What follows belongs to an exercise in optimizing a design on an open flow for small area; a production flow would make more cautious choices.
The RTL was checked by simulation tests, not by an equivalence proof against the original design.

==> flow/design.v, too long to show whole: its modules and the start of the top module <==
// module flopren: 9 lines
// module mux4: 6 lines
// module mux2a: 5 lines
// module fdiv: 2787 lines
// module fdiv_fa: 4 lines
// module fdiv_ha: 4 lines
// module fdiv_hai: 4 lines
// module fdiv_xnor2: 3 lines
// module fdiv_aoi21: 3 lines
// module fdiv_oai21: 3 lines
// module fdiv_nor2: 3 lines
// module fdiv_nand2: 3 lines
// module fdiv_xor2: 3 lines
// module fdiv_or2: 3 lines
// module fdiv_aoi222: 3 lines
module fdiv (input  logic [31:0] N, D,
             input  logic [1:0] c1,
             input  logic [5:0] op,
             input  logic rm,
             input  logic reset,
             input  logic clk,
             output logic [31:0] Q);
  // ...
==> flow/flow/run.sh <==
#!/bin/bash
# The standard layout (standard.sh), with three changes to how it is made:
#  - the buffers put on the input and output ports are the smallest buffer cell (buf_1);
#  - global routing leaves more of met1 free (flow/fastroute.tcl), which eases pin access;
#  - after global routing, gates off the critical paths are downsized (ORFS RECOVER_POWER).
# make's full output goes to flow_make.log in the work folder; ORFS keeps each step's log
# under orfs/logs/.
set -euo pipefail
cd "$(dirname "$0")/.."
W=$(pwd)
export BUFFER_PORTS_ARGS="-buffer_cell sky130_fd_sc_hd__buf_1"
export FASTROUTE_TCL="$W/flow/fastroute.tcl"
export RECOVER_POWER=100
bash standard.sh "BUFFER_PORTS_ARGS=-buffer_cell sky130_fd_sc_hd__buf_1" \
  "FASTROUTE_TCL=$W/flow/fastroute.tcl" "RECOVER_POWER=100" finish > flow_make.log 2>&1
==> flow/flow/fastroute.tcl <==
# The platform's global-routing capacity adjustment, with more of met1 left free, so that the
# detailed router has room to reach the pins of the dense AOI cells.
set_global_routing_layer_adjustment $::env(MIN_ROUTING_LAYER)-$::env(MAX_ROUTING_LAYER) 0.2
set_global_routing_layer_adjustment met1 0.6
==> flow/standard.sh <==
#!/bin/bash
# synth_recipe.tcl (not shown) runs the flow's synth.tcl, then flattens the netlist and writes it again
# the make line also repeats each setting of config.mk as NAME=value (left out here)
make -C /OpenROAD-flow-scripts/flow DESIGN_CONFIG=/design/flow/config.mk WORK_HOME=/design/flow/orfs CLKGATE_MAP_FILE= SYNTH_SCRIPT=/design/flow/synth_recipe.tcl "${@:-finish}"
==> flow/config.mk <==
export PLATFORM = sky130hd
export DESIGN_NAME = fdiv
export DESIGN_NICKNAME = fdiv
export VERILOG_FILES = /design/flow/design.v
export SDC_FILE = /design/flow/constraint.sdc
export NUM_CORES = 4
export LEC_CHECK = 0
export CAP_MARGIN = 20
export CORE_MARGIN = 2
export CORE_UTILIZATION = 55
export SLEW_MARGIN = 20
export SYNTH_HIERARCHICAL = 1
export SYNTH_MINIMUM_KEEP_SIZE = 0
==> flow/constraint.sdc <==
create_clock -name core_clock -period 11.0 [get_ports {clk}]
set_input_delay 2.2000 -clock core_clock [delete_from_list [all_inputs] [get_ports {clk}]]
set_output_delay 2.2000 -clock core_clock [all_outputs]
set_load 0.01 [all_outputs]
==> results.json, run 1 <==
{
  "largestRegisters": "rega x30, regb x30, regc x30",
  "cts.repair.resized": 0,
  "rr_endpoint": "rega[24]",
  "min-delay-start": "regb[8]",
  "min_period_over_period_pct": 96.35,
  "dieHeight_um": 206.2,
  "drt_wl_total_um": 99440,
  "regArea_sq_um": 2853,
  "check.faults": "capacitance limit, slew limit",
  "initial_core_util_pct": 55.44,
  "worst-path-buf-inv": 4,
  "grt_use_met1_pct": 80.23,
  "seq_cells": 114,
  "grt_pass1_vias": 26560,
  "post_cts_buffers": 0,
  "ys_seq_area_share_pct": 12.69,
  "clk_share_pct": 2.344,
  "cp-endpoint": "rega[24]",
  "hold_path_depth": 1,
  "rr_worst_depth": 28,
  "status": "finished with violations",
  "multi_input_area_sq_um": 19230,
  "drive_gt1_share_pct": 15.75,
  "track_usage_pct": 58.27,
  "largest_class": "multi-input gates",
  "drv_cap": 2,
  "maxSlewViolCount": 96,
  "synth_nets": 2581,
  "tightest_slew_ns": 3.108,
  "clk_latency_ns": 0.44,
  "taps": 532,
  "row_count": 74,
  "antenna_found_initial": 1,
  "nClkBuffers": 20,
  "clockBufferDepth": 2
}
==> run 2, diff against run 1 <==
--- a/flow/config.mk
+++ b/flow/config.mk
@@ -8,6 +8,7 @@
 export CAP_MARGIN = 20
 export CORE_MARGIN = 2
 export CORE_UTILIZATION = 55
+export CTS_BUF_LIST = sky130_fd_sc_hd__clkbuf_8
 export SLEW_MARGIN = 20
 export SYNTH_HIERARCHICAL = 1
 export SYNTH_MINIMUM_KEEP_SIZE = 0
==> results.json, run 2 <==
{
  "max_slew_margin_pct": -105.9,
  "finClkSkew_ns": 0.02017,
  "slowest_delay_ns": 0.99,
  "synth.avg_cell_area_sq_um": 10.58,
  "post_cts_buffers": 0,
  "fillers": 3512,
  "fin_nets": 2800,
  "critPathLaunchType": "primary input",
  "finalWorstSetupSlack_ns": 0.3660,
  "synth-seq-cells": 114,
  "cts-root-buf": "clkbuf_8",
  "initial_core_util_pct": 55.44,
  "tightest_slew_ns": 3.089,
  "post_drt_wl_per_cell_um": 34.07,
  "worst-path-max-fanout": 28,
  "mappedNetlistArea_sq_um": 22480,
  "row_count": 74,
  "yosysTopAreaCell": "fa_1",
  "first_pass_iters": 23,
  "worst-path-buf-inv": 4,
  "regToRegSetupSlack_ns": 2.26,
  "drc_errors": 0,
  "grt_max_degree": 80,
  "hold_viol": 0,
  "status": "finished with violations",
  "cp.arrival_ns": 10.96,
  "antenna_found_initial": 1,
  "pre_cts_ws_ns": 0.3106,
  "crit_required_ns": 11.32,
  "drive_gt1_share_pct": 15.62,
  "clk_latency_ns": 0.45,
  "setup_violations": 0,
  "cts.repair.resized": 0,
  "async_flop_share_pct": 100.0,
  "drt_wl_total_um": 98470,
  "synth_common_cells": "a222oi_1 (435), fa_1 (370), nand2_1 (198), nor2_1 (141), dfrtp_1 (114)",
  "grt_pass1_wl_um": 150200,
  "ys.warnings.count": 7,
  "synth_nets": 2581,
  "vias": 23180,
  "drv_cap": 2,
  "min_period_over_period_pct": 96.67,
  "stdcell_count": 2890,
  "worst-setup-path-type": "in2reg",
  "fmax_mhz": 94.04,
  "die_w_um": 206.2,
  "grt_overflow": 0,
  "dieHeight_um": 206.2,
  "yosysMostFrequentCell": "a222oi_1",
  "min_period_ns": 10.63,
  "synth_edf_count": 0,
  "layout_common_cells": "a222oi_1 (435), fa_1 (370), nand2_1 (198)",
  "area_growth_pct": 10.49,
  "rsz0062_at_grt": "false",
  "clkTransAtPathRegs_ns": 0.07,
  "synth.area.top_cells": "fa_1 (33%), a222oi_1 (19%), dfrtp_1 (13%)",
  "fin_tns_setup_ns": 0,
  "endpoint_kind": "register",
  "cp_slowest_cell": "xnor2_1",
  "portBuffers": 106,
  "synth_cell_types": 58,
  "synth_flop_cell": "dfrtp_1",
  "track_usage_pct": 57.89,
  "largestRegisters": "rega x30, regb x30, regc x30",
  "final_common_cell": "a222oi_1",
  "ys_seq_area_share_pct": 12.69,
  "synthCells": 2125,
  "cts_tree": "done",
  "grt_pass1_vias": 26470,
  "htree_levels": 4,
  "check.faults": "capacitance limit, slew limit",
  "ant_nets": 0,
  "io_pins": 107,
  "holdBufCountCts": 0,
  "place_hpwl_um": 68530,
  "maxSlewViolCount": 96,
  "cts_sinks": 114,
  "cp_top_family": "compound AO/OA/AOI/OAI gates",
  "yosysTopAreaCellShare_pct": 32.95,
  "core_area_sq_um": 40550,
  "die_area_sq_um": 42510,
  "dp_cells": 2856,
  "cpMostUsedCell": "o21ai_1",
  "cts_buffers": 17,
  "gp_congestion": 1.131,
  "drt_iter0_drc": 4044,
  "hp-class": "reg2reg",
  "clockBufferDepth": 2,
  "viasPerCell": 8.022,
  "post-route-util_pct": 61.25
}
## run 2: cell counts after synthesis
No cell type changed its count.
## run 2: final cells by class
class	count	area [sq um]	area share [%]
inverter	65	245.2	0.9873
antenna	2	5.005	0.02015
clock buffer	19	261.5	1.053
multi-input combinational	1900	19230	77.40
clock inverter	12	133.9	0.5390
sequential	114	2853	11.49
timing repair buffer	246	1449	5.833
tap	532	665.6	2.680
## run 2: logic make-up (layout without fill, tap and decap cells)
kind of cell / count (synthesis) / after routing / share of synthesized area [%]
AND/OR/NAND/NOR: 509 / 509 / 10.32
AO/OA/AOI/OAI: 718 / 718 / 27.83
multiplexers: 97 / 97 / 5.994
other: 0 / 2 / 0
buffers and inverters: 111 / 342 / 1.976
adder cells (fa/ha/maj): 387 / 387 / 33.83
flip-flops: 114 / 114 / 12.69
XOR/XNOR: 189 / 189 / 7.363
## run 2: worst paths after layout
check,end,depth (start not counted),startpoint
worst max register to register,regb[18],28,rega[9]
worst min register to register,regb[27],1,regb[27]
worst min-delay path,regb[27],1,regb[27]
min in group asynchronous,regb[6],2,reset
worst max-delay path,regb[18],31,op[0]
max in group asynchronous,regd[21],4,reset
## run 2: routing by layer
metal / routed length [um] / track usage [%] / vias to the layer above
met3: 18340 / 45.38 / 678
met1: 29820 / 80.48 / 10980
met4: 8774 / 33.19 / 10
met5: 288 / 17.50 / -
li1: - / - / 9067
met2: 41240 / 71.06 / 2450
## run 2: modules after synthesis (local to each module, per instance), a selection
module       cell area, sq um  copies in the design  flops+latches
fdiv                     8383                     1            114
fdiv_aoi222             10.01                   434              0
fdiv_nand2              3.754                   101              0
fdiv_nor2               3.754                    89              0
fdiv_oai21              5.005                    46              0
fdiv_or2                6.256                    27              0
fdiv_xnor2              8.758                    56              0
fdiv_xor2               8.758                    30              0
## run 2: per-stage QoR
stage / cell area [sq um] / hold WS (ns)
2_1_floorplan: 22490 / 0.4750
3_3_place_gp: 24500 / 0.4855
3_5_place_dp: 24500 / 0.4937
4_1_cts: 24900 / 0.5106
5_1_grt: 24840 / 0.5235
6_report: 24840 / 0.5082

afterwards: timing with drivers on the ports:
The results above use ideal ports. As a check the final layouts listed here were re-extracted and re-timed, cells and wires unchanged.
Step 1 (the two cells are an assumption about what drives the block):
set clk [get_ports {clk}]
set_driving_cell -lib_cell sky130_fd_sc_hd__clkbuf_16 $clk
set_driving_cell -lib_cell sky130_fd_sc_hd__buf_2 [delete_from_list [all_inputs] $clk]
Step 2 adds t to the input delays and takes it off the output delays; t is the mean of the earliest and latest rising clock arrival at the registers after step 1. Input paths then give back, and output paths get back, about the clock's delay inside the block.
Slacks: no drivers / after step 1 / after step 2; pairs: no drivers / after step 1.
run | t (ns) | slack for setup (ns) | clock arrival spread, ns
run 1 | 0.476 | 0.402 / 0.416 / -0.059 | 0.023 / 0.023
run 2 | 0.479 | 0.366 / 0.368 / -0.112 | 0.020 / 0.021
The setup slack of run 2, which loses most, moves by +0.002 ns with the drivers and by -0.478 ns with both steps.
